From an optimization exercise on the open Yosys and OpenROAD flow, aimed at small area and a short achievable clock period; shortcuts taken in it are not production practice. Only simulation tests tie the RTL to the original design; equivalence was not proved.

### flow/config.mk
export PLATFORM = sky130hd
export DESIGN_NAME = processor
export DESIGN_NICKNAME = processor
export VERILOG_FILES = /design/flow/design.v
export SDC_FILE = /design/flow/constraint.sdc
export NUM_CORES = 4
export LEC_CHECK = 0
export CAP_MARGIN = 20
export CORE_MARGIN = 2
export CORE_UTILIZATION = 60
export SLEW_MARGIN = 20
export SYNTH_HIERARCHICAL = 1
### flow/design.v
module processor(clk, rst, i_dataValid, i_packet, o_answer);
  input clk;
  input rst;
  input i_dataValid;
  input [31:0] i_packet;
  output reg [31:0] o_answer;
  reg [6:0] rf;
  reg f;
  wire g = i_dataValid & ~rst;             
  wire dir = i_packet[31];
  wire [30:0] v = i_packet[30:0] & {31{g}};
  wire [31:0] a = o_answer & {32{~rst}};
  wire [6:0] rneg = (rf == 7'd0) ? 7'd0 : 7'd100 - rf;
  wire [6:0] rin = (dir ^ f) ? rneg : rf;
  wire [9:0] c0 = v[11:2];
  wire [9:0] c1 = v[21:12];
  wire [8:0] c2 = v[30:22];
  wire [9:0] c1n = ~c1;
  wire [8:0] c2n = ~c2;
  wire [2:0] uq = v[1:0] + rin[1:0];
  wire cc = uq[2];
  wire ns_1, nc_2;
  fa uns_1 (.a(c0[1]), .b(c1n[1]), .c(c2[1]), .s(ns_1), .co(nc_2));
  wire ns_3, nc_4;
  ha uns_3 (.a(c0[2]), .b(c1n[2]), .s(ns_3), .co(nc_4));
  wire ns_5, nc_6;
  fa uns_5 (.a(c0[0]), .b(c1n[0]), .c(c2[0]), .s(ns_5), .co(nc_6));
  wire ns_7, nc_8;
  fa uns_7 (.a(ns_1), .b(rin[3]), .c(c0[8]), .s(ns_7), .co(nc_8));
  wire ns_9, nc_10;
  fa uns_9 (.a(c0[7]), .b(c1n[8]), .c(c1n[7]), .s(ns_9), .co(nc_10));
  wire ns_11, nc_12;
  fa uns_11 (.a(ns_3), .b(c2[2]), .c(rin[4]), .s(ns_11), .co(nc_12));
  wire ns_13, nc_14;
  fa uns_13 (.a(c0[9]), .b(c0[8]), .c(c1n[9]), .s(ns_13), .co(nc_14));
  wire ns_15, nc_16;
  ha uns_15 (.a(c1n[8]), .b(c2[8]), .s(ns_15), .co(nc_16));
  wire ns_17, nc_18;
  fa uns_17 (.a(c0[3]), .b(c1n[3]), .c(c2[3]), .s(ns_17), .co(nc_18));
  wire ns_19, nc_20;
  fa uns_19 (.a(rin[5]), .b(c0[9]), .c(c1n[9]), .s(ns_19), .co(nc_20));
  wire ns_21, nc_22;
  fa uns_21 (.a(ns_5), .b(rin[2]), .c(cc), .s(ns_21), .co(nc_22));
  wire ns_23, nc_24;
  fa uns_23 (.a(ns_7), .b(ns_9), .c(c2[8]), .s(ns_23), .co(nc_24));
  wire ns_25, nc_26;
  ha uns_25 (.a(c2[7]), .b(1'b1), .s(ns_25), .co(nc_26));
  wire ns_27, nc_28;
  fa uns_27 (.a(ns_11), .b(ns_13), .c(ns_15), .s(ns_27), .co(nc_28));
  wire ns_29, nc_30;
  fa uns_29 (.a(nc_2), .b(nc_8), .c(nc_10), .s(ns_29), .co(nc_30));
  wire ns_31, nc_32;
  fa uns_31 (.a(ns_17), .b(ns_19), .c(nc_4), .s(ns_31), .co(nc_32));
  wire ns_33, nc_34;
  fa uns_33 (.a(nc_12), .b(nc_14), .c(nc_16), .s(ns_33), .co(nc_34));
  wire ns_35, nc_36;
  fa uns_35 (.a(c0[4]), .b(c1n[4]), .c(c2[4]), .s(ns_35), .co(nc_36));
  wire ns_37, nc_38;
  fa uns_37 (.a(rin[6]), .b(nc_18), .c(nc_20), .s(ns_37), .co(nc_38));
  wire ns_39, nc_40;
  ha uns_39 (.a(c0[5]), .b(c1n[5]), .s(ns_39), .co(nc_40));
  wire ns_41, nc_42;
  ha uns_41 (.a(ns_21), .b(c0[7]), .s(ns_41), .co(nc_42));
  wire ns_43, nc_44;
  fa uns_43 (.a(ns_23), .b(ns_25), .c(nc_6), .s(ns_43), .co(nc_44));
  wire ns_45, nc_46;
  fa uns_45 (.a(ns_27), .b(ns_29), .c(nc_24), .s(ns_45), .co(nc_46));
  wire ns_47, nc_48;
  fa uns_47 (.a(ns_31), .b(ns_33), .c(nc_28), .s(ns_47), .co(nc_48));
  wire ns_49, nc_50;
  fa uns_49 (.a(ns_35), .b(ns_37), .c(nc_32), .s(ns_49), .co(nc_50));
  wire ns_51, nc_52;
  fa uns_51 (.a(ns_39), .b(c2[5]), .c(nc_36), .s(ns_51), .co(nc_52));
  wire ns_53, nc_54;
  fa uns_53 (.a(c0[6]), .b(c1n[6]), .c(c2[6]), .s(ns_53), .co(nc_54));
  wire ns_55, nc_56;
  ha uns_55 (.a(ns_41), .b(c1n[7]), .s(ns_55), .co(nc_56));
  wire ns_57, nc_58;
  fa uns_57 (.a(ns_43), .b(nc_22), .c(nc_42), .s(ns_57), .co(nc_58));
  wire ns_59, nc_60;
  fa uns_59 (.a(ns_45), .b(nc_26), .c(nc_44), .s(ns_59), .co(nc_60));
  wire ns_61, nc_62;
  fa uns_61 (.a(ns_47), .b(nc_30), .c(nc_46), .s(ns_61), .co(nc_62));
  wire ns_63, nc_64;
  fa uns_63 (.a(ns_49), .b(nc_34), .c(nc_48), .s(ns_63), .co(nc_64));
  wire ns_65, nc_66;
  fa uns_65 (.a(ns_51), .b(nc_38), .c(nc_50), .s(ns_65), .co(nc_66));
  wire ns_67, nc_68;
  fa uns_67 (.a(ns_53), .b(nc_40), .c(nc_52), .s(ns_67), .co(nc_68));
  wire [8:0] fp;
  wire ng_69 = ns_55 & c2[7];
  wire np_78 = ns_55 ^ c2[7];
  wire ng_70 = ns_57 & nc_56;
  wire np_79 = ns_57 ^ nc_56;
  wire ng_71 = ns_59 & nc_58;
  wire np_80 = ns_59 ^ nc_58;
  wire ng_72 = ns_61 & nc_60;
  wire np_81 = ns_61 ^ nc_60;
  wire ng_73 = ns_63 & nc_62;
  wire np_82 = ns_63 ^ nc_62;
  wire ng_74 = ns_65 & nc_64;
  wire np_83 = ns_65 ^ nc_64;
  wire ng_75 = ns_67 & nc_66;
  wire np_84 = ns_67 ^ nc_66;
  wire ng_76 = nc_54 & nc_68;
  wire np_85 = nc_54 ^ nc_68;
  wire ng_77 = 1'b0 & 1'b0;
  wire np_86 = 1'b0 ^ 1'b0;
  wire nG_87 = ng_70 | (np_79 & ng_69);
  wire nP_88 = np_79 & np_78;
  wire nG_89 = ng_72 | (np_81 & ng_71);
  wire nP_90 = np_81 & np_80;
  wire nG_91 = ng_74 | (np_83 & ng_73);
  wire nP_92 = np_83 & np_82;
  wire nG_93 = ng_76 | (np_85 & ng_75);
  wire nP_94 = np_85 & np_84;
  wire nG_95 = ng_71 | (np_80 & nG_87);
  wire nP_96 = np_80 & nP_88;
  wire nG_97 = nG_89 | (nP_90 & nG_87);
  wire nP_98 = nP_90 & nP_88;
  wire nG_99 = ng_75 | (np_84 & nG_91);
  wire nP_100 = np_84 & nP_92;
  wire nG_101 = nG_93 | (nP_94 & nG_91);
  wire nP_102 = nP_94 & nP_92;
  wire nG_103 = ng_73 | (np_82 & nG_97);
  wire nP_104 = np_82 & nP_98;
  wire nG_105 = nG_91 | (nP_92 & nG_97);
  wire nP_106 = nP_92 & nP_98;
  wire nG_107 = nG_99 | (nP_100 & nG_97);
  wire nP_108 = nP_100 & nP_98;
  wire nG_109 = nG_101 | (nP_102 & nG_97);
  wire nP_110 = nP_102 & nP_98;
  wire nG_111 = ng_77 | (np_86 & nG_109);
  wire nP_112 = np_86 & nP_110;
  assign fp[0] = np_78;
  assign fp[1] = np_79 ^ ng_69;
  assign fp[2] = np_80 ^ nG_87;
  assign fp[3] = np_81 ^ nG_95;
  assign fp[4] = np_82 ^ nG_97;
  assign fp[5] = np_83 ^ nG_103;
  assign fp[6] = np_84 ^ nG_105;
  assign fp[7] = np_85 ^ nG_107;
  assign fp[8] = np_86 ^ nG_109;
  wire [7:0] gg = {fp[8:5], 3'd0} - {4'd0, fp[8:5]} + {3'd0, fp[4:0]};
  wire [2:0] qg = gg / 8'd25;
  wire [4:0] rg = gg % 8'd25;
  wire [6:0] m = {rg, uq[1:0]};
  wire ns_113, nc_114;
  ha uns_113 (.a(a[2]), .b(c0[9]), .s(ns_113), .co(nc_114));
  wire ns_115, nc_116;
  ha uns_115 (.a(a[3]), .b(c0[8]), .s(ns_115), .co(nc_116));
  wire ns_117, nc_118;
  fa uns_117 (.a(a[0]), .b(c0[7]), .c(c1n[7]), .s(ns_117), .co(nc_118));
  wire ns_119, nc_120;
  fa uns_119 (.a(a[1]), .b(c0[8]), .c(c1n[8]), .s(ns_119), .co(nc_120));
  wire ns_121, nc_122;
  ha uns_121 (.a(c2[8]), .b(fp[6]), .s(ns_121), .co(nc_122));
  wire ns_123, nc_124;
  fa uns_123 (.a(ns_113), .b(c0[7]), .c(c1n[9]), .s(ns_123), .co(nc_124));
  wire ns_125, nc_126;
  fa uns_125 (.a(c1n[7]), .b(c2[7]), .c(fp[7]), .s(ns_125), .co(nc_126));
  wire ns_127, nc_128;
  ha uns_127 (.a(qg[2]), .b(c1[2]), .s(ns_127), .co(nc_128));
  wire ns_129, nc_130;
  fa uns_129 (.a(ns_115), .b(c1n[8]), .c(c2[8]), .s(ns_129), .co(nc_130));
  wire ns_131, nc_132;
  fa uns_131 (.a(fp[8]), .b(c1[3]), .c(c1[0]), .s(ns_131), .co(nc_132));
  wire ns_133, nc_134;
  fa uns_133 (.a(c2n[0]), .b(c2n[3]), .c(nc_114), .s(ns_133), .co(nc_134));
  wire ns_135, nc_136;
  fa uns_135 (.a(a[4]), .b(c0[9]), .c(c1n[9]), .s(ns_135), .co(nc_136));
  wire ns_137, nc_138;
  fa uns_137 (.a(c1[4]), .b(c1[1]), .c(c2n[1]), .s(ns_137), .co(nc_138));
  wire ns_139, nc_140;
  ha uns_139 (.a(c2n[4]), .b(nc_116), .s(ns_139), .co(nc_140));
  wire ns_141, nc_142;
  fa uns_141 (.a(a[5]), .b(c1[5]), .c(c1[2]), .s(ns_141), .co(nc_142));
  wire ns_143, nc_144;
  fa uns_143 (.a(c1[0]), .b(c2n[0]), .c(c2n[2]), .s(ns_143), .co(nc_144));
  wire ns_145, nc_146;
  fa uns_145 (.a(a[6]), .b(c1[6]), .c(c1[3]), .s(ns_145), .co(nc_146));
  wire ns_147, nc_148;
  ha uns_147 (.a(c1[1]), .b(c2n[1]), .s(ns_147), .co(nc_148));
  wire ns_149, nc_150;
  fa uns_149 (.a(a[7]), .b(c1[7]), .c(c1[4]), .s(ns_149), .co(nc_150));
  wire ns_151, nc_152;
  ha uns_151 (.a(c1[2]), .b(c2n[2]), .s(ns_151), .co(nc_152));
  wire ns_153, nc_154;
  fa uns_153 (.a(a[8]), .b(c1[8]), .c(c1[5]), .s(ns_153), .co(nc_154));
  wire ns_155, nc_156;
  ha uns_155 (.a(c1[3]), .b(c2n[3]), .s(ns_155), .co(nc_156));
  wire ns_157, nc_158;
  fa uns_157 (.a(a[9]), .b(c1[9]), .c(c1[6]), .s(ns_157), .co(nc_158));
  wire ns_159, nc_160;
  ha uns_159 (.a(c1[4]), .b(c2n[4]), .s(ns_159), .co(nc_160));
  wire ns_161, nc_162;
  fa uns_161 (.a(a[10]), .b(c1[7]), .c(c1[5]), .s(ns_161), .co(nc_162));
  wire ns_163, nc_164;
  ha uns_163 (.a(c2[0]), .b(c2n[5]), .s(ns_163), .co(nc_164));
  wire ns_165, nc_166;
  fa uns_165 (.a(a[11]), .b(c1[8]), .c(c1[6]), .s(ns_165), .co(nc_166));
  wire ns_167, nc_168;
  ha uns_167 (.a(c2[1]), .b(c2n[6]), .s(ns_167), .co(nc_168));
  wire ns_169, nc_170;
  ha uns_169 (.a(a[12]), .b(c1[9]), .s(ns_169), .co(nc_170));
  wire ns_171, nc_172;
  ha uns_171 (.a(a[13]), .b(c1[8]), .s(ns_171), .co(nc_172));
  wire ns_173, nc_174;
  fa uns_173 (.a(ns_117), .b(c2[7]), .c(fp[5]), .s(ns_173), .co(nc_174));
  wire ns_175, nc_176;
  fa uns_175 (.a(ns_119), .b(ns_121), .c(qg[1]), .s(ns_175), .co(nc_176));
  wire ns_177, nc_178;
  ha uns_177 (.a(c1[1]), .b(c2n[1]), .s(ns_177), .co(nc_178));
  wire ns_179, nc_180;
  fa uns_179 (.a(ns_123), .b(ns_125), .c(ns_127), .s(ns_179), .co(nc_180));
  wire ns_181, nc_182;
  fa uns_181 (.a(c2n[2]), .b(nc_120), .c(nc_122), .s(ns_181), .co(nc_182));
  wire ns_183, nc_184;
  fa uns_183 (.a(ns_129), .b(ns_131), .c(ns_133), .s(ns_183), .co(nc_184));
  wire ns_185, nc_186;
  fa uns_185 (.a(nc_124), .b(nc_126), .c(nc_128), .s(ns_185), .co(nc_186));
  wire ns_187, nc_188;
  fa uns_187 (.a(ns_135), .b(ns_137), .c(ns_139), .s(ns_187), .co(nc_188));
  wire ns_189, nc_190;
  fa uns_189 (.a(nc_130), .b(nc_132), .c(nc_134), .s(ns_189), .co(nc_190));
  wire ns_191, nc_192;
  fa uns_191 (.a(ns_141), .b(ns_143), .c(c2n[5]), .s(ns_191), .co(nc_192));
  wire ns_193, nc_194;
  fa uns_193 (.a(nc_136), .b(nc_138), .c(nc_140), .s(ns_193), .co(nc_194));
  wire ns_195, nc_196;
  fa uns_195 (.a(ns_145), .b(ns_147), .c(c2n[3]), .s(ns_195), .co(nc_196));
  wire ns_197, nc_198;
  fa uns_197 (.a(c2n[6]), .b(nc_142), .c(nc_144), .s(ns_197), .co(nc_198));
  wire ns_199, nc_200;
  fa uns_199 (.a(ns_149), .b(ns_151), .c(c2n[4]), .s(ns_199), .co(nc_200));
  wire ns_201, nc_202;
  fa uns_201 (.a(c2n[7]), .b(nc_146), .c(nc_148), .s(ns_201), .co(nc_202));
  wire ns_203, nc_204;
  fa uns_203 (.a(ns_153), .b(ns_155), .c(c2n[5]), .s(ns_203), .co(nc_204));
  wire ns_205, nc_206;
  fa uns_205 (.a(c2n[8]), .b(nc_150), .c(nc_152), .s(ns_205), .co(nc_206));
  wire ns_207, nc_208;
  fa uns_207 (.a(ns_157), .b(ns_159), .c(c2n[6]), .s(ns_207), .co(nc_208));
  wire ns_209, nc_210;
  fa uns_209 (.a(1'b1), .b(nc_154), .c(nc_156), .s(ns_209), .co(nc_210));
  wire ns_211, nc_212;
  fa uns_211 (.a(ns_161), .b(ns_163), .c(c2n[7]), .s(ns_211), .co(nc_212));
  wire ns_213, nc_214;
  fa uns_213 (.a(1'b1), .b(nc_158), .c(nc_160), .s(ns_213), .co(nc_214));
  wire ns_215, nc_216;
  fa uns_215 (.a(ns_165), .b(ns_167), .c(c2n[8]), .s(ns_215), .co(nc_216));
  wire ns_217, nc_218;
  fa uns_217 (.a(1'b1), .b(nc_162), .c(nc_164), .s(ns_217), .co(nc_218));
  wire ns_219, nc_220;
  fa uns_219 (.a(ns_169), .b(c1[7]), .c(c2[2]), .s(ns_219), .co(nc_220));
  wire ns_221, nc_222;
  fa uns_221 (.a(c2n[7]), .b(nc_166), .c(nc_168), .s(ns_221), .co(nc_222));
  wire ns_223, nc_224;
  fa uns_223 (.a(ns_171), .b(c2[0]), .c(c2[3]), .s(ns_223), .co(nc_224));
  wire ns_225, nc_226;
  fa uns_225 (.a(c2n[8]), .b(1'b1), .c(nc_170), .s(ns_225), .co(nc_226));
  wire ns_227, nc_228;
  fa uns_227 (.a(a[14]), .b(c1[9]), .c(c2[1]), .s(ns_227), .co(nc_228));
  wire ns_229, nc_230;
  ha uns_229 (.a(c2[4]), .b(nc_172), .s(ns_229), .co(nc_230));
  wire ns_231, nc_232;
  fa uns_231 (.a(a[15]), .b(c2[0]), .c(c2[2]), .s(ns_231), .co(nc_232));
  wire ns_233, nc_234;
  ha uns_233 (.a(c2[5]), .b(1'b1), .s(ns_233), .co(nc_234));
  wire ns_235, nc_236;
  fa uns_235 (.a(a[16]), .b(c2[1]), .c(c2[3]), .s(ns_235), .co(nc_236));
  wire ns_237, nc_238;
  ha uns_237 (.a(c2[6]), .b(1'b1), .s(ns_237), .co(nc_238));
  wire ns_239, nc_240;
  fa uns_239 (.a(a[17]), .b(c2[2]), .c(c2[4]), .s(ns_239), .co(nc_240));
  wire ns_241, nc_242;
  ha uns_241 (.a(c2[7]), .b(1'b1), .s(ns_241), .co(nc_242));
  wire ns_243, nc_244;
  fa uns_243 (.a(a[18]), .b(c2[3]), .c(c2[5]), .s(ns_243), .co(nc_244));
  wire ns_245, nc_246;
  ha uns_245 (.a(c2[8]), .b(1'b1), .s(ns_245), .co(nc_246));
  wire ns_247, nc_248;
  fa uns_247 (.a(a[19]), .b(c2[4]), .c(c2[6]), .s(ns_247), .co(nc_248));
  wire ns_249, nc_250;
  ha uns_249 (.a(a[20]), .b(c2[5]), .s(ns_249), .co(nc_250));
  wire ns_251, nc_252;
  ha uns_251 (.a(a[21]), .b(c2[6]), .s(ns_251), .co(nc_252));
  wire ns_253, nc_254;
  ha uns_253 (.a(ns_173), .b(qg[0]), .s(ns_253), .co(nc_254));
  wire ns_255, nc_256;
  fa uns_255 (.a(ns_175), .b(ns_177), .c(nc_118), .s(ns_255), .co(nc_256));
  wire ns_257, nc_258;
  fa uns_257 (.a(ns_179), .b(ns_181), .c(nc_176), .s(ns_257), .co(nc_258));
  wire ns_259, nc_260;
  fa uns_259 (.a(ns_183), .b(ns_185), .c(nc_180), .s(ns_259), .co(nc_260));
  wire ns_261, nc_262;
  fa uns_261 (.a(ns_187), .b(ns_189), .c(nc_184), .s(ns_261), .co(nc_262));
  wire ns_263, nc_264;
  fa uns_263 (.a(ns_191), .b(ns_193), .c(nc_188), .s(ns_263), .co(nc_264));
  wire ns_265, nc_266;
  fa uns_265 (.a(ns_195), .b(ns_197), .c(nc_192), .s(ns_265), .co(nc_266));
  wire ns_267, nc_268;
  fa uns_267 (.a(ns_199), .b(ns_201), .c(nc_196), .s(ns_267), .co(nc_268));
  wire ns_269, nc_270;
  fa uns_269 (.a(ns_203), .b(ns_205), .c(nc_200), .s(ns_269), .co(nc_270));
  wire ns_271, nc_272;
  fa uns_271 (.a(ns_207), .b(ns_209), .c(nc_204), .s(ns_271), .co(nc_272));
  wire ns_273, nc_274;
  fa uns_273 (.a(ns_211), .b(ns_213), .c(nc_208), .s(ns_273), .co(nc_274));
  wire ns_275, nc_276;
  fa uns_275 (.a(ns_215), .b(ns_217), .c(nc_212), .s(ns_275), .co(nc_276));
  wire ns_277, nc_278;
  fa uns_277 (.a(ns_219), .b(ns_221), .c(nc_216), .s(ns_277), .co(nc_278));
  wire ns_279, nc_280;
  fa uns_279 (.a(ns_223), .b(ns_225), .c(nc_220), .s(ns_279), .co(nc_280));
  wire ns_281, nc_282;
  fa uns_281 (.a(ns_227), .b(ns_229), .c(nc_224), .s(ns_281), .co(nc_282));
  wire ns_283, nc_284;
  fa uns_283 (.a(ns_231), .b(ns_233), .c(nc_228), .s(ns_283), .co(nc_284));
  wire ns_285, nc_286;
  fa uns_285 (.a(ns_235), .b(ns_237), .c(nc_232), .s(ns_285), .co(nc_286));
  wire ns_287, nc_288;
  fa uns_287 (.a(ns_239), .b(ns_241), .c(nc_236), .s(ns_287), .co(nc_288));
  wire ns_289, nc_290;
  fa uns_289 (.a(ns_243), .b(ns_245), .c(nc_240), .s(ns_289), .co(nc_290));
  wire ns_291, nc_292;
  fa uns_291 (.a(ns_247), .b(1'b1), .c(nc_244), .s(ns_291), .co(nc_292));
  wire ns_293, nc_294;
  fa uns_293 (.a(ns_249), .b(c2[7]), .c(1'b1), .s(ns_293), .co(nc_294));
  wire ns_295, nc_296;
  fa uns_295 (.a(ns_251), .b(c2[8]), .c(1'b1), .s(ns_295), .co(nc_296));
  wire ns_297, nc_298;
  fa uns_297 (.a(a[22]), .b(c2[7]), .c(1'b1), .s(ns_297), .co(nc_298));
  wire ns_299, nc_300;
  ha uns_299 (.a(a[23]), .b(c2[8]), .s(ns_299), .co(nc_300));
  wire ns_301, nc_302;
  ha uns_301 (.a(ns_253), .b(c1[0]), .s(ns_301), .co(nc_302));
  wire ns_303, nc_304;
  fa uns_303 (.a(ns_255), .b(nc_174), .c(nc_254), .s(ns_303), .co(nc_304));
  wire ns_305, nc_306;
  fa uns_305 (.a(ns_257), .b(nc_178), .c(nc_256), .s(ns_305), .co(nc_306));
  wire ns_307, nc_308;
  fa uns_307 (.a(ns_259), .b(nc_182), .c(nc_258), .s(ns_307), .co(nc_308));
  wire ns_309, nc_310;
  fa uns_309 (.a(ns_261), .b(nc_186), .c(nc_260), .s(ns_309), .co(nc_310));
  wire ns_311, nc_312;
  fa uns_311 (.a(ns_263), .b(nc_190), .c(nc_262), .s(ns_311), .co(nc_312));
  wire ns_313, nc_314;
  fa uns_313 (.a(ns_265), .b(nc_194), .c(nc_264), .s(ns_313), .co(nc_314));
  wire ns_315, nc_316;
  fa uns_315 (.a(ns_267), .b(nc_198), .c(nc_266), .s(ns_315), .co(nc_316));
  wire ns_317, nc_318;
  fa uns_317 (.a(ns_269), .b(nc_202), .c(nc_268), .s(ns_317), .co(nc_318));
  wire ns_319, nc_320;
  fa uns_319 (.a(ns_271), .b(nc_206), .c(nc_270), .s(ns_319), .co(nc_320));
  wire ns_321, nc_322;
  fa uns_321 (.a(ns_273), .b(nc_210), .c(nc_272), .s(ns_321), .co(nc_322));
  wire ns_323, nc_324;
  fa uns_323 (.a(ns_275), .b(nc_214), .c(nc_274), .s(ns_323), .co(nc_324));
  wire ns_325, nc_326;
  fa uns_325 (.a(ns_277), .b(nc_218), .c(nc_276), .s(ns_325), .co(nc_326));
  wire ns_327, nc_328;
  fa uns_327 (.a(ns_279), .b(nc_222), .c(nc_278), .s(ns_327), .co(nc_328));
  wire ns_329, nc_330;
  fa uns_329 (.a(ns_281), .b(nc_226), .c(nc_280), .s(ns_329), .co(nc_330));
  wire ns_331, nc_332;
  fa uns_331 (.a(ns_283), .b(nc_230), .c(nc_282), .s(ns_331), .co(nc_332));
  wire ns_333, nc_334;
  fa uns_333 (.a(ns_285), .b(nc_234), .c(nc_284), .s(ns_333), .co(nc_334));
  wire ns_335, nc_336;
  fa uns_335 (.a(ns_287), .b(nc_238), .c(nc_286), .s(ns_335), .co(nc_336));
  wire ns_337, nc_338;
  fa uns_337 (.a(ns_289), .b(nc_242), .c(nc_288), .s(ns_337), .co(nc_338));
  wire ns_339, nc_340;
  fa uns_339 (.a(ns_291), .b(nc_246), .c(nc_290), .s(ns_339), .co(nc_340));
  wire ns_341, nc_342;
  fa uns_341 (.a(ns_293), .b(nc_248), .c(nc_292), .s(ns_341), .co(nc_342));
  wire ns_343, nc_344;
  fa uns_343 (.a(ns_295), .b(nc_250), .c(nc_294), .s(ns_343), .co(nc_344));
  wire ns_345, nc_346;
  fa uns_345 (.a(ns_297), .b(nc_252), .c(nc_296), .s(ns_345), .co(nc_346));
  wire ns_347, nc_348;
  fa uns_347 (.a(ns_299), .b(1'b1), .c(nc_298), .s(ns_347), .co(nc_348));
  wire ns_349, nc_350;
  fa uns_349 (.a(a[24]), .b(1'b1), .c(nc_300), .s(ns_349), .co(nc_350));
  wire ns_351, nc_352;
  ha uns_351 (.a(a[25]), .b(1'b1), .s(ns_351), .co(nc_352));
  wire ns_353, nc_354;
  ha uns_353 (.a(a[26]), .b(1'b1), .s(ns_353), .co(nc_354));
  wire ns_355, nc_356;
  ha uns_355 (.a(a[27]), .b(1'b1), .s(ns_355), .co(nc_356));
  wire ns_357, nc_358;
  ha uns_357 (.a(a[28]), .b(1'b1), .s(ns_357), .co(nc_358));
  wire ns_359, nc_360;
  ha uns_359 (.a(a[29]), .b(1'b1), .s(ns_359), .co(nc_360));
  wire ns_361, nc_362;
  ha uns_361 (.a(a[30]), .b(1'b1), .s(ns_361), .co(nc_362));
  wire ns_363, nc_364;
  ha uns_363 (.a(a[31]), .b(1'b1), .s(ns_363), .co(nc_364));
  wire [31:0] sum;
  wire ng_365 = ns_301 & c2n[0];
  wire np_397 = ns_301 ^ c2n[0];
  wire ng_366 = ns_303 & nc_302;
  wire np_398 = ns_303 ^ nc_302;
  wire ng_367 = ns_305 & nc_304;
  wire np_399 = ns_305 ^ nc_304;
  wire ng_368 = ns_307 & nc_306;
  wire np_400 = ns_307 ^ nc_306;
  wire ng_369 = ns_309 & nc_308;
  wire np_401 = ns_309 ^ nc_308;
  wire ng_370 = ns_311 & nc_310;
  wire np_402 = ns_311 ^ nc_310;
  wire ng_371 = ns_313 & nc_312;
  wire np_403 = ns_313 ^ nc_312;
  wire ng_372 = ns_315 & nc_314;
  wire np_404 = ns_315 ^ nc_314;
  wire ng_373 = ns_317 & nc_316;
  wire np_405 = ns_317 ^ nc_316;
  wire ng_374 = ns_319 & nc_318;
  wire np_406 = ns_319 ^ nc_318;
  wire ng_375 = ns_321 & nc_320;
  wire np_407 = ns_321 ^ nc_320;
  wire ng_376 = ns_323 & nc_322;
  wire np_408 = ns_323 ^ nc_322;
  wire ng_377 = ns_325 & nc_324;
  wire np_409 = ns_325 ^ nc_324;
  wire ng_378 = ns_327 & nc_326;
  wire np_410 = ns_327 ^ nc_326;
  wire ng_379 = ns_329 & nc_328;
  wire np_411 = ns_329 ^ nc_328;
  wire ng_380 = ns_331 & nc_330;
  wire np_412 = ns_331 ^ nc_330;
  wire ng_381 = ns_333 & nc_332;
  wire np_413 = ns_333 ^ nc_332;
  wire ng_382 = ns_335 & nc_334;
  wire np_414 = ns_335 ^ nc_334;
  wire ng_383 = ns_337 & nc_336;
  wire np_415 = ns_337 ^ nc_336;
  wire ng_384 = ns_339 & nc_338;
  wire np_416 = ns_339 ^ nc_338;
  wire ng_385 = ns_341 & nc_340;
  wire np_417 = ns_341 ^ nc_340;
  wire ng_386 = ns_343 & nc_342;
  wire np_418 = ns_343 ^ nc_342;
  wire ng_387 = ns_345 & nc_344;
  wire np_419 = ns_345 ^ nc_344;
  wire ng_388 = ns_347 & nc_346;
  wire np_420 = ns_347 ^ nc_346;
  wire ng_389 = ns_349 & nc_348;
  wire np_421 = ns_349 ^ nc_348;
  wire ng_390 = ns_351 & nc_350;
  wire np_422 = ns_351 ^ nc_350;
  wire ng_391 = ns_353 & nc_352;
  wire np_423 = ns_353 ^ nc_352;
  wire ng_392 = ns_355 & nc_354;
  wire np_424 = ns_355 ^ nc_354;
  wire ng_393 = ns_357 & nc_356;
  wire np_425 = ns_357 ^ nc_356;
  wire ng_394 = ns_359 & nc_358;
  wire np_426 = ns_359 ^ nc_358;
  wire ng_395 = ns_361 & nc_360;
  wire np_427 = ns_361 ^ nc_360;
  wire ng_396 = ns_363 & nc_362;
  wire np_428 = ns_363 ^ nc_362;
  wire nG_429 = ng_366 | (np_398 & ng_365);
  wire nP_430 = np_398 & np_397;
  wire nG_431 = ng_368 | (np_400 & ng_367);
  wire nP_432 = np_400 & np_399;
  wire nG_433 = ng_370 | (np_402 & ng_369);
  wire nP_434 = np_402 & np_401;
  wire nG_435 = ng_372 | (np_404 & ng_371);
  wire nP_436 = np_404 & np_403;
  wire nG_437 = ng_374 | (np_406 & ng_373);
  wire nP_438 = np_406 & np_405;
  wire nG_439 = ng_376 | (np_408 & ng_375);
  wire nP_440 = np_408 & np_407;
  wire nG_441 = ng_378 | (np_410 & ng_377);
  wire nP_442 = np_410 & np_409;
  wire nG_443 = ng_380 | (np_412 & ng_379);
  wire nP_444 = np_412 & np_411;
  wire nG_445 = ng_382 | (np_414 & ng_381);
  wire nP_446 = np_414 & np_413;
  wire nG_447 = ng_384 | (np_416 & ng_383);
  wire nP_448 = np_416 & np_415;
  wire nG_449 = ng_386 | (np_418 & ng_385);
  wire nP_450 = np_418 & np_417;
  wire nG_451 = ng_388 | (np_420 & ng_387);
  wire nP_452 = np_420 & np_419;
  wire nG_453 = ng_390 | (np_422 & ng_389);
  wire nP_454 = np_422 & np_421;
  wire nG_455 = ng_392 | (np_424 & ng_391);
  wire nP_456 = np_424 & np_423;
  wire nG_457 = ng_394 | (np_426 & ng_393);
  wire nP_458 = np_426 & np_425;
  wire nG_459 = ng_396 | (np_428 & ng_395);
  wire nP_460 = np_428 & np_427;
  wire nG_461 = ng_367 | (np_399 & nG_429);
  wire nP_462 = np_399 & nP_430;
  wire nG_463 = nG_431 | (nP_432 & nG_429);
  wire nP_464 = nP_432 & nP_430;
  wire nG_465 = ng_371 | (np_403 & nG_433);
  wire nP_466 = np_403 & nP_434;
  wire nG_467 = nG_435 | (nP_436 & nG_433);
  wire nP_468 = nP_436 & nP_434;
  wire nG_469 = ng_375 | (np_407 & nG_437);
  wire nP_470 = np_407 & nP_438;
  wire nG_471 = nG_439 | (nP_440 & nG_437);
  wire nP_472 = nP_440 & nP_438;
  wire nG_473 = ng_379 | (np_411 & nG_441);
  wire nP_474 = np_411 & nP_442;
  wire nG_475 = nG_443 | (nP_444 & nG_441);
  wire nP_476 = nP_444 & nP_442;
  wire nG_477 = ng_383 | (np_415 & nG_445);
  wire nP_478 = np_415 & nP_446;
  wire nG_479 = nG_447 | (nP_448 & nG_445);
  wire nP_480 = nP_448 & nP_446;
  wire nG_481 = ng_387 | (np_419 & nG_449);
  wire nP_482 = np_419 & nP_450;
  wire nG_483 = nG_451 | (nP_452 & nG_449);
  wire nP_484 = nP_452 & nP_450;
  wire nG_485 = ng_391 | (np_423 & nG_453);
  wire nP_486 = np_423 & nP_454;
  wire nG_487 = nG_455 | (nP_456 & nG_453);
  wire nP_488 = nP_456 & nP_454;
  wire nG_489 = ng_395 | (np_427 & nG_457);
  wire nP_490 = np_427 & nP_458;
  wire nG_491 = nG_459 | (nP_460 & nG_457);
  wire nP_492 = nP_460 & nP_458;
  wire nG_493 = ng_369 | (np_401 & nG_463);
  wire nP_494 = np_401 & nP_464;
  wire nG_495 = nG_433 | (nP_434 & nG_463);
  wire nP_496 = nP_434 & nP_464;
  wire nG_497 = nG_465 | (nP_466 & nG_463);
  wire nP_498 = nP_466 & nP_464;
  wire nG_499 = nG_467 | (nP_468 & nG_463);
  wire nP_500 = nP_468 & nP_464;
  wire nG_501 = ng_377 | (np_409 & nG_471);
  wire nP_502 = np_409 & nP_472;
  wire nG_503 = nG_441 | (nP_442 & nG_471);
  wire nP_504 = nP_442 & nP_472;
  wire nG_505 = nG_473 | (nP_474 & nG_471);
  wire nP_506 = nP_474 & nP_472;
  wire nG_507 = nG_475 | (nP_476 & nG_471);
  wire nP_508 = nP_476 & nP_472;
  wire nG_509 = ng_385 | (np_417 & nG_479);
  wire nP_510 = np_417 & nP_480;
  wire nG_511 = nG_449 | (nP_450 & nG_479);
  wire nP_512 = nP_450 & nP_480;
  wire nG_513 = nG_481 | (nP_482 & nG_479);
  wire nP_514 = nP_482 & nP_480;
  wire nG_515 = nG_483 | (nP_484 & nG_479);
  wire nP_516 = nP_484 & nP_480;
  wire nG_517 = ng_393 | (np_425 & nG_487);
  wire nP_518 = np_425 & nP_488;
  wire nG_519 = nG_457 | (nP_458 & nG_487);
  wire nP_520 = nP_458 & nP_488;
  wire nG_521 = nG_489 | (nP_490 & nG_487);
  wire nP_522 = nP_490 & nP_488;
  wire nG_523 = nG_491 | (nP_492 & nG_487);
  wire nP_524 = nP_492 & nP_488;
  wire nG_525 = ng_373 | (np_405 & nG_499);
  wire nP_526 = np_405 & nP_500;
  wire nG_527 = nG_437 | (nP_438 & nG_499);
  wire nP_528 = nP_438 & nP_500;
  wire nG_529 = nG_469 | (nP_470 & nG_499);
  wire nP_530 = nP_470 & nP_500;
  wire nG_531 = nG_471 | (nP_472 & nG_499);
  wire nP_532 = nP_472 & nP_500;
  wire nG_533 = nG_501 | (nP_502 & nG_499);
  wire nP_534 = nP_502 & nP_500;
  wire nG_535 = nG_503 | (nP_504 & nG_499);
  wire nP_536 = nP_504 & nP_500;
  wire nG_537 = nG_505 | (nP_506 & nG_499);
  wire nP_538 = nP_506 & nP_500;
  wire nG_539 = nG_507 | (nP_508 & nG_499);
  wire nP_540 = nP_508 & nP_500;
  wire nG_541 = ng_389 | (np_421 & nG_515);
  wire nP_542 = np_421 & nP_516;
  wire nG_543 = nG_453 | (nP_454 & nG_515);
  wire nP_544 = nP_454 & nP_516;
  wire nG_545 = nG_485 | (nP_486 & nG_515);
  wire nP_546 = nP_486 & nP_516;
  wire nG_547 = nG_487 | (nP_488 & nG_515);
  wire nP_548 = nP_488 & nP_516;
  wire nG_549 = nG_517 | (nP_518 & nG_515);
  wire nP_550 = nP_518 & nP_516;
  wire nG_551 = nG_519 | (nP_520 & nG_515);
  wire nP_552 = nP_520 & nP_516;
  wire nG_553 = nG_521 | (nP_522 & nG_515);
  wire nP_554 = nP_522 & nP_516;
  wire nG_555 = nG_523 | (nP_524 & nG_515);
  wire nP_556 = nP_524 & nP_516;
  wire nG_557 = ng_381 | (np_413 & nG_539);
  wire nP_558 = np_413 & nP_540;
  wire nG_559 = nG_445 | (nP_446 & nG_539);
  wire nP_560 = nP_446 & nP_540;
  wire nG_561 = nG_477 | (nP_478 & nG_539);
  wire nP_562 = nP_478 & nP_540;
  wire nG_563 = nG_479 | (nP_480 & nG_539);
  wire nP_564 = nP_480 & nP_540;
  wire nG_565 = nG_509 | (nP_510 & nG_539);
  wire nP_566 = nP_510 & nP_540;
  wire nG_567 = nG_511 | (nP_512 & nG_539);
  wire nP_568 = nP_512 & nP_540;
  wire nG_569 = nG_513 | (nP_514 & nG_539);
  wire nP_570 = nP_514 & nP_540;
  wire nG_571 = nG_515 | (nP_516 & nG_539);
  wire nP_572 = nP_516 & nP_540;
  wire nG_573 = nG_541 | (nP_542 & nG_539);
  wire nP_574 = nP_542 & nP_540;
  wire nG_575 = nG_543 | (nP_544 & nG_539);
  wire nP_576 = nP_544 & nP_540;
  wire nG_577 = nG_545 | (nP_546 & nG_539);
  wire nP_578 = nP_546 & nP_540;
  wire nG_579 = nG_547 | (nP_548 & nG_539);
  wire nP_580 = nP_548 & nP_540;
  wire nG_581 = nG_549 | (nP_550 & nG_539);
  wire nP_582 = nP_550 & nP_540;
  wire nG_583 = nG_551 | (nP_552 & nG_539);
  wire nP_584 = nP_552 & nP_540;
  wire nG_585 = nG_553 | (nP_554 & nG_539);
  wire nP_586 = nP_554 & nP_540;
  wire nG_587 = nG_555 | (nP_556 & nG_539);
  wire nP_588 = nP_556 & nP_540;
  assign sum[0] = np_397;
  assign sum[1] = np_398 ^ ng_365;
  assign sum[2] = np_399 ^ nG_429;
  assign sum[3] = np_400 ^ nG_461;
  assign sum[4] = np_401 ^ nG_463;
  assign sum[5] = np_402 ^ nG_493;
  assign sum[6] = np_403 ^ nG_495;
  assign sum[7] = np_404 ^ nG_497;
  assign sum[8] = np_405 ^ nG_499;
  assign sum[9] = np_406 ^ nG_525;
  assign sum[10] = np_407 ^ nG_527;
  assign sum[11] = np_408 ^ nG_529;
  assign sum[12] = np_409 ^ nG_531;
  assign sum[13] = np_410 ^ nG_533;
  assign sum[14] = np_411 ^ nG_535;
  assign sum[15] = np_412 ^ nG_537;
  assign sum[16] = np_413 ^ nG_539;
  assign sum[17] = np_414 ^ nG_557;
  assign sum[18] = np_415 ^ nG_559;
  assign sum[19] = np_416 ^ nG_561;
  assign sum[20] = np_417 ^ nG_563;
  assign sum[21] = np_418 ^ nG_565;
  assign sum[22] = np_419 ^ nG_567;
  assign sum[23] = np_420 ^ nG_569;
  assign sum[24] = np_421 ^ nG_571;
  assign sum[25] = np_422 ^ nG_573;
  assign sum[26] = np_423 ^ nG_575;
  assign sum[27] = np_424 ^ nG_577;
  assign sum[28] = np_425 ^ nG_579;
  assign sum[29] = np_426 ^ nG_581;
  assign sum[30] = np_427 ^ nG_583;
  assign sum[31] = np_428 ^ nG_585;
  always @(posedge clk) begin
    o_answer <= sum;
    rf <= rst ? 7'd50 : m;
    f <= dir;
  end
endmodule
module fa(input a, input b, input c, output s, output co);
  assign s = a ^ b ^ c;
  assign co = (a & b) | (a & c) | (b & c);
endmodule
module ha(input a, input b, output s, output co);
  assign s = a ^ b;
  assign co = a & b;
endmodule
### flow/constraint.sdc
create_clock -name core_clock -period 42.0 [get_ports {clk}]
set_input_delay 8.4000 -clock core_clock [delete_from_list [all_inputs] [get_ports {clk}]]
set_output_delay 8.4000 -clock core_clock [all_outputs]
set_load 0.01 [all_outputs]
### flow/run.sh
#!/bin/bash
# synth_recipe.tcl (not shown) runs the flow's synth.tcl, then flattens the netlist and writes it again
# the make line also repeats each setting of config.mk as NAME=value (left out here)
make -C /OpenROAD-flow-scripts/flow DESIGN_CONFIG=/design/flow/config.mk WORK_HOME=/design/flow/orfs CLKGATE_MAP_FILE= SYNTH_SCRIPT=/design/flow/synth_recipe.tcl finish
==> flow_metrics.env <==
export IMPL_status="timing/DRC/antenna clean"
export IMPL_postSynth_asyncResetShare=0
export IMPL_ant_nets=0
export IMPL_drc=0
export IMPL_die_area_sq_um=13060
export IMPL_cpMostUsedCell="fa_1"
export IMPL_cp_top_family="adder cells"
export IMPL_cp_slowest_cell="xor2_1"
export IMPL_synthFlopType="dfxtp_1"
export IMPL_netlist_area_sq_um=7300
export IMPL_skew_ns=0.006919
export IMPL_ys_warn_count=7
export IMPL_timing_setup_tns_ns=0
export IMPL_worst_skew_pair_late_latency_ns=0.31
export IMPL_utilization=0.6963
export IMPL_tightestPinTransition_ns=0.9391
export IMPL_htreeDepth=2
export IMPL_crit_arrival_ns=23.38
export IMPL_fp_dieH_um=114.3
export IMPL_yosysSeqAreaShare=0.1097
export IMPL_finalCritPeriodShare=0.5523
export IMPL_rsz0062_at_grt="no"
export IMPL_cp_data_required_time_ns=42.19
export IMPL_critPathCaptureType="register"
export IMPL_vias_per_cell=5.671
export IMPL_postPlaceCellArea_sq_um=8180
export IMPL_ys_ff_latch=40
export IMPL_hold_class="register to register"
export IMPL_vias=5314
export IMPL_start_util=0.6103
export IMPL_finalHoldViolations=0
export IMPL_post_place_ws_ns=18.52
export IMPL_cts_buffers_inserted=5
export IMPL_drtPass1Iterations=4
export IMPL_root_buffer="clkbuf_16"
export IMPL_wirelength_mm=16.44
export IMPL_drt_iter0_drc=312
export IMPL_cts_setup_buffers=0
export IMPL_synthCells=708
export IMPL_syn_to_final_growth_pct=14.11
export IMPL_core_sq_um=11960
export IMPL_place_congestion=0.8885
export IMPL_postCtsHoldBufs=0
export IMPL_synth_area_per_cell_sq_um=10.31
export IMPL_grt_pass1_wl_mm=27.87
export IMPL_synth_edf_count=0
export IMPL_whs_ns=0.8669
export IMPL_grt_pass1_vias=5654
export IMPL_cp_start_kind="input pin"
export IMPL_cpPeakStageDelay_ns=0.78
export IMPL_clk_pin_slew_ns=0.06
export IMPL_fmax_ghz=0.04311
export IMPL_timing_critical_path_buf_inv=7
export IMPL_finalSetupViolCount=0
export IMPL_grt_max_degree=39
export IMPL_n_antenna_cell=0
export IMPL_fin_nets=1047
export IMPL_drv_slew=0
export IMPL_synth_cell_type_count=77
export IMPL_drive_gt1_frac=0.05190
export IMPL_num_io_pins=67
export IMPL_crit_type="input pin to register"
export IMPL_wl_per_cell_um=17.54
export IMPL_cts_resized=0
export IMPL_cap_violations=0
export IMPL_setup_slack_ns=18.81
export IMPL_clockBufferDepth=2
export IMPL_overflow=0
export IMPL_finalInstanceArea_sq_um=8329
export IMPL_cts_tree="built"
export IMPL_relSlewSlack=0.3718
export IMPL_antenna_found_initial=0
export IMPL_fin_crit_ns=23.19
export IMPL_place_hpwl_mm=14.17
export IMPL_path_max_fanout=38
export IMPL_track_usage=0.2785
export IMPL_portBuffers=66
export IMPL_cts_sinks=40
export IMPL_rows=40
export IMPL_die_width_um=114.3
## area by class of cell
type                    count  area, sq um
multi-input cells         603         6251
fillers                   932         3632
flip-flops and latches     40        800.8
repair buffers             68        675.6
inverters                  71        269.0
well taps                 147        183.9
clock buffers               5        125.1
clock inverters             3        23.77
## cell usage in the layout (no fill, tap or decap), types with 10 or more instances in the layout
master / n
conb_1: 22
and2_1: 17
nor2b_1: 42
nor3_1: 17
dfxtp_1: 40
inv_1: 67
o21ai_0: 21
xor2_1: 13
o21a_1: 13
nand3_1: 10
ha_1: 90
xnor2_1: 24
nor2_1: 38
fa_1: 133
nand2_1: 42
a21oi_1: 21
clkdlybuf4s50_1: 66
## Yosys stat by module, one instance, submodules excluded
module,cell area (sq um),cells inside,flip-flops and latches
processor,4374,548,40
fa,20.02,1,0
ha,12.51,1,0
## cell families (layout without fill, tap and decap cells)
kind of cell	count (synthesis)	in the layout	synth area share
xor+xnor	38	38	0.04662
fa+ha+maj	223	223	0.5190
flops	40	40	0.1097
other cells	1	22	0.0005137
simple gates	197	197	0.1433
compound gates	117	117	0.1239
mux	6	6	0.01183
buf+inv	86	147	0.04508
## state kept, by name, summed over array words and instances, names as in the netlist
signal	flops
rf	7
f	1
o_answer	32
## layer usage
metal / GRT usage / wire, um / part of all wire
met1: 0.3843 / 7417 / 0.45
met2: 0.4607 / 7917 / 0.48
met3: 0.04976 / 813 / 0.049
met4: 0.06911 / 287 / 0.017
met5: 0 / 0 / 0
## per-stage QoR
stage | instances
2_1_floorplan | 729
4_1_cts | 937
6_report | 937
3_3_place_gp | 929
5_1_grt | 937
3_5_place_dp | 929
## synth_stat cells, types with 4 or more instances
cell / number / area, sq um
a21boi_0: 5 / 37.54
nor2_1: 38 / 142.6
nand2b_1: 8 / 50.05
fa_1: 133 / 2663
nor3_1: 17 / 85.08
a21oi_1: 21 / 105.1
a21o_1: 7 / 52.55
xor2_1: 13 / 113.9
and2_1: 17 / 106.4
o211ai_1: 4 / 30.03
dfxtp_1: 40 / 800.8
o21ai_0: 21 / 105.1
nand3_1: 10 / 50.05
inv_1: 67 / 251.5
nor2b_1: 43 / 269.0
xnor2_1: 24 / 210.2
nand2_1: 42 / 157.7
ha_1: 90 / 1126
clkbuf_1: 12 / 45.04
o21a_1: 13 / 97.59
a31oi_1: 5 / 31.28
## final timing paths
| path | start | endpoint | slack, ns | depth (start not counted) |
|---|---|---|---|---|
| hold / removal | rf[0] | rf[0] | 0.87 | 4 |
| hold reg to reg | rf[0] | rf[0] | 0.87 | 4 |
| setup reg to reg | f | o_answer[31] | 27.42 | 52 |
| setup / recovery | rst | o_answer[31] | 18.81 | 57 |
## tightest hold or removal path, cell delays in order (launching register included)
cell and delay [ns]:
dfxtp_1 0.34, inv_1 0.07, a21oi_1 0.17, ha_1 0.14, nor2b_1 0.11

==> static timing again, ports no longer ideal <==
How much do the figures lean on ideal ports? The routed layout below was timed once more, with nothing changed but the port constraints. Step 1 (the two cells are an assumption about what drives the block):
set clk [get_ports {clk}]
set_driving_cell -lib_cell sky130_fd_sc_hd__clkbuf_16 $clk
set_driving_cell -lib_cell sky130_fd_sc_hd__buf_2 [delete_from_list [all_inputs] $clk]
Step 2 times the ports against the registers' clock, not the clock port: input delays grow and output delays shrink by t, the midpoint of the rising clock arrivals with the driver on. a / b / c = no drivers / after step 1 / after step 2; a / b = the first two.
t, ns: 0.343
setup slack, ns: 18.805 / 18.823 / 18.481
hold slack, ns: 0.867 / 0.867 / 0.867
worst setup path after step 2: input to register
After both steps setup and hold are still met in this run. For this run, drivers alone change the setup slack by +0.018 ns; drivers and shift together by -0.324 ns.
